Background: an optimization exercise with open tools, aiming at small area, a short achievable clock period and few clock cycles per item. Do not read the settings as production practice.
At most, simulation tests tie the RTL to the original design; equivalence was not proved.

## build 89
// SeqMul_70
module SeqMul_70(clk, reset, U0, U1, U2, U3, V0, V1, V2, V3, W, done);
    input clk, reset;
    input [70:0] U0, U1, U2, U3;
    input [70:0] V0, V1, V2, V3;
    output [567:0] W;
    output reg done;
    wire [141:0] a0 = {U2, U3}, a1 = {U0, U1};
    wire [141:0] b0 = {V2, V3}, b1 = {V0, V1};
    reg s0, s1, s2, s3, rs;
    reg k0, k1;
    wire [141:0] ma = (a0 & {142{k0}}) ^ (a1 & {142{k1}});
    wire [141:0] mb = (b0 & {142{k0}}) ^ (b1 & {142{k1}});
    wire [725:0] ea, eb;
    ev_142_4 eva(ma, ea);
    ev_142_4 evb(mb, eb);
    reg [725:0] xa, xb;
    always @(posedge clk) begin
        xa <= ea;
        xb <= eb;
    end
    wire [282:0] p;
    ip_142_4 core(xa, xb, p);
    reg [566:0] w;
    reg [140:0] hp, lp;
    wire [140:0] hl = hp ^ lp;
    wire [282:0] pre = {hl ^ w[566:426], w[425] ^ w[141], hl ^ w[140:0]};
    always @(posedge clk) begin
        if (s1) w[141:0] <= p[141:0];
        if (s1) hp <= p[282:142];
        lp <= p[140:0];
        if (s2) w[566:425] <= p[282:141];
        if (s3) w[424:142] <= pre ^ p;
        rs <= reset;
        k0 <= !(reset ? !(rs | s1 | s2) : s0);
        k1 <= (reset ? !(rs | s1 | s2) : s0) | (!reset & s1);
        if (reset) begin
            s0 <= rs | s1 | s2;
            s1 <= !(rs | s1 | s2);
            s2 <= 1'b0;
            s3 <= 1'b0;
            done <= 1'b0;
        end else begin
            s0 <= 1'b0;
            s1 <= s0;
            s2 <= s1;
            s3 <= s2;
            if (s3) done <= 1'b1;
        end
    end
    assign W = {w, 1'b0};
endmodule
Settings: LEC_CHECK=0, CAP_MARGIN=20, CELL_PAD_IN_SITES_DETAIL_PLACEMENT=1, CELL_PAD_IN_SITES_GLOBAL_PLACEMENT=1, CORE_MARGIN=2, CORE_UTILIZATION=40, CTS_CLUSTER_DIAMETER=80, CTS_CLUSTER_SIZE=30, GPL_TIMING_DRIVEN=0, PLACE_DENSITY=0.5, SLEW_MARGIN=20; clock period 10.0 ns.
standard.sh (not shown) runs the stock make flow with config.mk's settings and CLKGATE_MAP_FILE= SYNTH_SCRIPT=/design/flow/synth_recipe.tcl, a recipe that flattens the netlist after the stock synthesis.
==> flow/flow/run.sh <==
#!/bin/bash
# Own flow: the standard layout (standard.sh, ORFS), with these changes:
#  - synthesis and repair may not use the 3-input XOR/XNOR cells (slow in this
#    XOR-heavy design; two 2-input cells are smaller and faster),
#  - the port buffers are buf_2 cells instead of ORFS's default choice,
set -euo pipefail
here=$(pwd)
du=$(make -s -C "$FLOW_HOME" DESIGN_CONFIG="$here/config.mk" WORK_HOME="$here/orfs" print-DONT_USE_CELLS 2>/dev/null | sed -n 's/^DONT_USE_CELLS: //p')
[[ -n "$du" ]] || { echo "could not read DONT_USE_CELLS" >&2; exit 1; }
for c in xor3 xnor3; do for s in 1 2 4; do du="$du sky130_fd_sc_hd__${c}_$s"; done; done
margin=$(cat flow/margin 2>/dev/null || echo 6)
bash standard.sh "DONT_USE_CELLS=$du" "BUFFER_PORTS_ARGS=-buffer_cell sky130_fd_sc_hd__buf_2" \
  "SETUP_SLACK_MARGIN=$margin" finish > standard.log 2>&1
==> flow/flow/margin <==
6
In summary, build 89 completed successfully, with a layout that passed the timing, design-rule and antenna checks.
Testbench counts of build 89, summed over its fixed seeds: cycles 648, items 160.
The inputs of build 62 differ from those of build 89 as listed below.
Settings: CELL_PAD_IN_SITES_GLOBAL_PLACEMENT: 1 -> 0; CELL_PAD_IN_SITES_DETAIL_PLACEMENT: 1 -> 0; GPL_TIMING_DRIVEN: 0 -> unset.
Results
Diff build 62 and build 89: area added between synthesis and finish higher in build 89
Diff build 89 -> build 62 | wire length | down by more than 10%
The higher global placer's final weighted congestion of build 62 and build 89 is in build 62.
Run comparison: build 62 cell type of the slowest stage on the worst timing path sky130_fd_sc_hd__dfxtp_1; build 89 cell type of the slowest stage on the worst timing path sky130_fd_sc_hd__xor2_2
Taking build 89 as the reference, in build 62 synthesized instance count neither gained nor lost much, number of clock buffer instances in the layout decreased by about 7% relative to the old numbers, area after synthesis now sits at about the same level, worst setup skew after layout went up 0.012 ns.
Comparing worst setup slack for build 62 and build 89, the bigger number came from build 62.
Compared to build 89, build 62 has utilization 6.2 points lower.
[compare] base=build 89 new=build 62: instance count along the most critical hold path shows a reduction of 1.
Edits applied to the flow inputs when going from build 62 to build 87:
Settings: CELL_PAD_IN_SITES_GLOBAL_PLACEMENT: 0 -> 1; CELL_PAD_IN_SITES_DETAIL_PLACEMENT: 0 -> 1.
==> run notes <==
- Build 87 | stages: all done | timing, DRC, antenna: all pass
- Summary of build 87 over build 62: total inserted antenna cells went up; area growth from synthesis to final layout did not really move.
- The share of the final layout cell area in sequential cells was comparable across build 62 and build 87.
- Comparing build 62 and build 87, the higher data arrival time of the critical path is on build 87.
- Build 62 ended up with w[286] as its capturing instance or port of the critical path; build 87 ended up with xa[717].
- Build 87 -> build 62: remaining antenna violation count after routing delta 0, exact match
- When build 87 is set beside build 62, its layout cell share with drive strength beyond 1 turns out to be 1.0 points larger.
- Going from build 62 to build 87, the post-detailed-routing wire length was found to have gone up by 9.5%.
- Re final clock period utilization by the worst path: build 62 and build 87 aren't equal, and the higher value belongs to build 62.
The following lists how build 39 was set up differently from build 87:
==> flow/flow/margin <==
5.8
--- outcome ---
Changes observed in build 39 relative to build 87: number of antenna violations at the first check in global routing shows an increase of 10, final antenna diode count shows an increase of 10. Of build 39 and build 87, the lower non-clock buffer count belongs to build 39. In the metrics for build 39 and build 87, the one carrying the higher total setup buffers inserted after CTS is build 87. Every stage of the flow completed for build 39, and the final layout passed the timing, design-rule and antenna checks. The core of build 39 is less densely filled than that of build 87. Looking at build 39 and build 87, the distinct cell type count after synthesis is a wash. In the reports for build 39 and build 87, the smaller cell area after layout belongs to build 39. The faster design of the two is build 87; build 39 tops out lower. In the tables for build 39 and build 87, total of clock buffers placed in the layout reads lower with build 87.

========
SeqMul_70, a different RTL version from the one above (not shown whole).
For scale: ~20,000 cells after synthesis, about 1,800 flip-flops, about 1,100 I/O pins.
==> flow/design.v (excerpt) <==
module SeqMul_70(clk, reset, U0, U1, U2, U3, V0, V1, V2, V3, W, done);
    input clk, reset;
    input [70:0] U0, U1, U2, U3;
    input [70:0] V0, V1, V2, V3;
    output [567:0] W;
    output reg done;
    wire [141:0] a0 = {U2, U3}, a1 = {U0, U1};
    wire [141:0] b0 = {V2, V3}, b1 = {V0, V1};
    reg s1, s2, s3;
    wire [141:0] ma = reset ? a0 : s1 ? a1 : a0 ^ a1;
    wire [141:0] mb = reset ? b0 : s1 ? b1 : b0 ^ b1;
    wire [482:0] ea, eb;
    ev_142_3 eva(ma, ea);
    ev_142_3 evb(mb, eb);
    reg [482:0] xa, xb;
    always @(posedge clk) begin
        xa <= ea;
        xb <= eb;
    end
    wire [282:0] p;
    ip_142_3 core(xa, xb, p);
    reg [566:0] w;
    reg [140:0] hp, lp;
    wire [140:0] hl = hp ^ lp;
    wire [282:0] pre = {hl ^ w[566:426], w[425] ^ w[141], hl ^ w[140:0]};
    always @(posedge clk) begin
        if (s1) w[141:0] <= p[141:0];
        if (s1) hp <= p[282:142];
        lp <= p[140:0];
        if (s2) w[566:425] <= p[282:141];
        if (s3) w[424:142] <= pre ^ p;
        if (reset) begin
            s1 <= 1'b1;
            s2 <= 1'b0;
            s3 <= 1'b0;
            done <= 1'b0;
        end else begin
            s1 <= 1'b0;
            s2 <= s1;
            s3 <= s2;
            if (s3) done <= 1'b1;
        end
    end
    assign W = {w, 1'b0};
endmodule
Settings: LEC_CHECK=0, CAP_MARGIN=20, CELL_PAD_IN_SITES_DETAIL_PLACEMENT=1, CELL_PAD_IN_SITES_GLOBAL_PLACEMENT=1, CORE_MARGIN=2, CORE_UTILIZATION=50, CTS_CLUSTER_DIAMETER=80, CTS_CLUSTER_SIZE=30, PLACE_DENSITY=0.7, SLEW_MARGIN=20; clock period 10.0 ns.
==> flow/flow/margin <==
6.5
Scripts as last shown in full above: flow/flow/run.sh
The baseline aborted during clock tree synthesis (4_1_cts).
Edit:
- CELL_PAD_IN_SITES_DETAIL_PLACEMENT: 1 -> 0
- CELL_PAD_IN_SITES_GLOBAL_PLACEMENT: 1 -> 0
- CORE_UTILIZATION: 50 -> 40
- CTS_CLUSTER_DIAMETER: 80 -> unset
- CTS_CLUSTER_SIZE: 30 -> unset
- PLACE_DENSITY: 0.7 -> 0.6
The changed run produced a clean layout.
Area after synthesis is unchanged.
Synthesized cell count is unchanged.
No functional check of the RTL was part of any run of this note.

========
RTL: one of the versions met above, not the one the previous note started from.
For scale: roughly 21,000 cells after synthesis, roughly 170,000 um^2 of cells after synthesis.
## SeqMul_70
module SeqMul_70(clk, reset, U0, U1, U2, U3, V0, V1, V2, V3, W, done);
    input clk, reset;
    input [70:0] U0, U1, U2, U3;
    input [70:0] V0, V1, V2, V3;
    output [567:0] W;
    output reg done;
    wire [141:0] a0 = {U2, U3}, a1 = {U0, U1};
    wire [141:0] b0 = {V2, V3}, b1 = {V0, V1};
    reg s0, s1, s2, s3, rs;
    reg k0, k1;
    wire [141:0] ma = (a0 & {142{k0}}) ^ (a1 & {142{k1}});
    wire [141:0] mb = (b0 & {142{k0}}) ^ (b1 & {142{k1}});
    wire [725:0] ea, eb;
    ev_142_4 eva(ma, ea);
    ev_142_4 evb(mb, eb);
    reg [725:0] xa, xb;
    always @(posedge clk) begin
        xa <= ea;
        xb <= eb;
    end
    wire [282:0] p;
    ip_142_4 core(xa, xb, p);
    reg [566:0] w;
    reg [140:0] hp, lp;
    wire [140:0] hl = hp ^ lp;
    wire [282:0] pre = {hl ^ w[566:426], w[425] ^ w[141], hl ^ w[140:0]};
    always @(posedge clk) begin
        if (s1) w[141:0] <= p[141:0];
        if (s1) hp <= p[282:142];
        lp <= p[140:0];
        if (s2) w[566:425] <= p[282:141];
        if (s3) w[424:142] <= pre ^ p;
        rs <= reset;
        k0 <= !(reset ? !(rs | s1 | s2) : s0);
        k1 <= (reset ? !(rs | s1 | s2) : s0) | (!reset & s1);
        if (reset) begin
            s0 <= rs | s1 | s2;
            s1 <= !(rs | s1 | s2);
            s2 <= 1'b0;
            s3 <= 1'b0;
            done <= 1'b0;
        end else begin
            s0 <= 1'b0;
            s1 <= s0;
            s2 <= s1;
            s3 <= s2;
            if (s3) done <= 1'b1;
        end
    end
    assign W = {w, 1'b0};
endmodule
clock: 10.0 ns
lec_check: 0
cap_margin: 20
cell_pad_in_sites_detail_placement: 1
cell_pad_in_sites_global_placement: 1
core_margin: 2
core_utilization: 40
cts_cluster_diameter: 80
cts_cluster_size: 30
place_density: 0.5
slew_margin: 20
==> flow/flow/margin <==
6.2
Scripts as last shown in full above: flow/flow/run.sh
The starting point finished with timing, DRC and antenna clean.
Testbench counts at the start, summed over its fixed seeds: cycles 648, items 160.
==> next run, changes <==
==> flow/flow/margin (replaced) <==
6
Settings changed: CAP_MARGIN 20 to 10, SLEW_MARGIN 20 to 10.
After rerunning: Setup slack got worse by 190 ps. Fmax shrinks by 4.5%. First-iteration DRC count came out lower by 1.5%. Flip-flop and latch count is unchanged. Global-route usage shrinks by 0.28 points. Sequential share of layout area went up by 0.44 points. Routed wire length went down by 0.77%. Clock-buffer cell count rises by 6.
==> next run, changes <==
Settings changed: CAP_MARGIN 10 to 20, GPL_ROUTABILITY_DRIVEN set to 0, SLEW_MARGIN 10 to 20.
Routed wire length is lower by about 0.8%.
Cell area hardly moves.
Area after synthesis does not change.
Sequential share of layout area barely changes.
Worst hold slack gets better by 19 ps.
Maximum frequency goes up by about 1.2%.
Sequential cell count stays the same.
==> next run, changes <==
Settings changed: GPL_ROUTABILITY_DRIVEN 0 to unset, PLACE_DENSITY 0.5 to 0.6.
Clock skew went down by 13 ps.
Die area is unchanged.
Worst setup slack degrades by 140 ps.
Register-to-register slack is worse by 140 ps.

========
== zinc ==
Another version of the RTL of SeqMul_70 (not shown whole).
For scale: roughly 19000 cells after synthesis, about 1100 I/O pins.
export LEC_CHECK = 0
export CAP_MARGIN = 20
export CELL_PAD_IN_SITES_DETAIL_PLACEMENT = 1
export CELL_PAD_IN_SITES_GLOBAL_PLACEMENT = 1
export CORE_MARGIN = 2
export CORE_UTILIZATION = 40
export PLACE_DENSITY = 0.5
export SETUP_SLACK_MARGIN = 5
export SLEW_MARGIN = 20
create_clock -name core_clock -period 10.0 [get_ports {clk}]
==> flow/flow/run.sh <==
#!/bin/bash
set -euo pipefail
bash standard.sh SETUP_SLACK_MARGIN=6.5 finish > standard.log 2>&1
Every stage of the flow completed for zinc, and the final layout passed the timing, design-rule and antenna checks.
Testbench counts of zinc, summed over its fixed seeds: cycles 640, items 160.
## Diff of input files: ember against zinc
# zinc
export LEC_CHECK = 0
export CAP_MARGIN = 20
export CELL_PAD_IN_SITES_DETAIL_PLACEMENT = 1
export CELL_PAD_IN_SITES_GLOBAL_PLACEMENT = 1
export CORE_MARGIN = 2
export CORE_UTILIZATION = 40
export PLACE_DENSITY = 0.5
export SETUP_SLACK_MARGIN = 5
export SLEW_MARGIN = 20
create_clock -name core_clock -period 10.0 [get_ports {clk}]
# ember
export LEC_CHECK = 0
export CAP_MARGIN = 20
export CELL_PAD_IN_SITES_DETAIL_PLACEMENT = 2
export CELL_PAD_IN_SITES_GLOBAL_PLACEMENT = 2
export CORE_MARGIN = 2
export CORE_UTILIZATION = 30
export PLACE_DENSITY = 0.35
export SETUP_SLACK_MARGIN = 5
export SLEW_MARGIN = 20
create_clock -name core_clock -period 10.0 [get_ports {clk}]
### Flow results
- No stage failed in ember, and the final checks on the layout all came back clean.
- w[278] as the endpoint of the most critical setup path was reported by zinc, and w[295] by ember.
- ember vs zinc, area growth from synthesis to layout went up by 2.6 points.
- The mapped cell area was comparable across zinc and ember.
- Total detailed-routing wirelength is lower on zinc
- Comparing ember with zinc, the signal arrival time at the worst endpoint came out essentially unchanged.
- Of zinc and ember, ember shows the higher proportion of cell area spent on the clock network, with zinc below it.
- Compared to zinc, ember has met3 usage in global routing 7.9 points lower.
- Comparing zinc and ember, the lower buffer share of cell area was measured on zinc.
- ember reports its source of the critical timing path as xa[303] while zinc reports xb[89].
- Relative to zinc, via count of the first global-routing pass increased by 4862 in ember.
Changes in pepper relative to ember:
# ember
export LEC_CHECK = 0
export CAP_MARGIN = 20
export CELL_PAD_IN_SITES_DETAIL_PLACEMENT = 2
export CELL_PAD_IN_SITES_GLOBAL_PLACEMENT = 2
export CORE_MARGIN = 2
export CORE_UTILIZATION = 30
export PLACE_DENSITY = 0.35
export SETUP_SLACK_MARGIN = 5
export SLEW_MARGIN = 20
create_clock -name core_clock -period 10.0 [get_ports {clk}]
# pepper
export LEC_CHECK = 0
export CAP_MARGIN = 20
export CELL_PAD_IN_SITES_DETAIL_PLACEMENT = 1
export CELL_PAD_IN_SITES_GLOBAL_PLACEMENT = 1
export CORE_MARGIN = 2
export CORE_UTILIZATION = 40
export PLACE_DENSITY = 0.5
export SLEW_MARGIN = 20
create_clock -name core_clock -period 10.0 [get_ports {clk}]
==> flow/flow/run.sh <==
#!/bin/bash
# Own flow: the standard layout (standard.sh, ORFS), with these changes:
#  - synthesis and repair may not use the 3-input XOR/XNOR cells (slow in this
#    XOR-heavy design; two 2-input cells are smaller and faster),
#  - the port buffers are buf_2 cells instead of ORFS's default choice,
set -euo pipefail
here=$(pwd)
du=$(make -s -C "$FLOW_HOME" DESIGN_CONFIG="$here/config.mk" WORK_HOME="$here/orfs" print-DONT_USE_CELLS 2>/dev/null | sed -n 's/^DONT_USE_CELLS: //p')
[[ -n "$du" ]] || { echo "could not read DONT_USE_CELLS" >&2; exit 1; }
for c in xor3 xnor3; do for s in 1 2 4; do du="$du sky130_fd_sc_hd__${c}_$s"; done; done
margin=$(cat flow/margin 2>/dev/null || echo 6)
bash standard.sh "DONT_USE_CELLS=$du" "BUFFER_PORTS_ARGS=-buffer_cell sky130_fd_sc_hd__buf_2" \
  "SETUP_SLACK_MARGIN=$margin" finish > standard.log 2>&1
==> flow/flow/margin (new file) <==
5
Notes after the runs:
Comparing ember and pepper, the higher worst-case hold slack is on pepper. In pepper the number of cells on the critical path turned out 5 lower than in ember. Compared with ember, in pepper total wire length shows a reduction of 340000 microns, synthesized area lost 1.0%, global-route usage barely changed, setup slack fell 0.69 ns. pepper vs ember — count of plain and timing-repair buffers dropped by more than half. Max wire length of the first global-routing pass across ember and pepper: ember. Of the two values seen for slowest cell on the critical path, xnor2_1 was produced by pepper and xor3_4 by ember. Detailed-routed wire length on met2 (pepper over ember): decrease, 150000 microns.
Input-level comparison between nickel and pepper:
==> flow/flow/margin <==
6
## What came out
Reported for nickel and pepper, die boundary width turned out identical to the last digit.
Final-layout clock buffer total: nickel vs pepper down 3.5%
Summary of nickel over pepper: detailed-routed wire length on met3 went down; final cell count without fillers went up; worst hold slack went up; final weighted congestion in routability-driven placement did not really move.

==> afterwards: timing with drivers on the ports <==
How much do the figures lean on ideal ports? The routed layouts below were timed once more, with nothing changed but the port constraints. Step 1: set_driving_cell puts a clkbuf_16 on clk and a buf_2 on each other input, an assumption about the parent block. Step 2 moves the port delays by t, midway between the first and last clock arrival at a register: inputs arrive t later, outputs are due t later. That takes back most of the time a late clock gives input paths. Three values: no drivers, after step 1, after step 2; two values: the first two.
| run | t, ns | setup slack, ns | worst setup path at the end |
|---|---|---|---|
| build 89 | 1.136 | 5.829 / 5.829 / 4.864 | input to register |
| build 62 | 1.115 | 5.867 / 5.867 / 5.122 | input to register |
| build 87 | 1.127 | 5.909 / 5.863 / 4.763 | input to register |
| build 39 | 1.125 | 5.646 / 5.646 / 4.680 | input to register |
| the second run of note 2 | 1.133 | 5.864 / 5.864 / 5.265 | input to register |
| the first run of note 3 | 1.127 | 6.033 / 5.930 / 4.804 | input to register |
| the second run of note 3 | 1.102 | 5.844 / 5.844 / 4.886 | input to register |
| the third run of note 3 | 1.119 | 5.894 / 5.894 / 4.817 | input to register |
| the fourth run of note 3 | 1.097 | 5.757 / 5.757 / 4.792 | input to register |
| zinc | 1.139 | 5.538 / 5.538 / 5.326 | input to register |
| ember | 1.127 | 5.511 / 5.511 / 5.323 | input to register |
| pepper | 1.157 | 4.817 / 4.817 / 3.869 | input to register |
| nickel | 1.131 | 5.761 / 5.832 / 4.723 | input to register |
After both steps setup and hold are still met in every run listed. For the first run of note 3, which loses most, drivers alone change the setup slack by -0.103 ns; drivers and shift together by -1.229 ns.
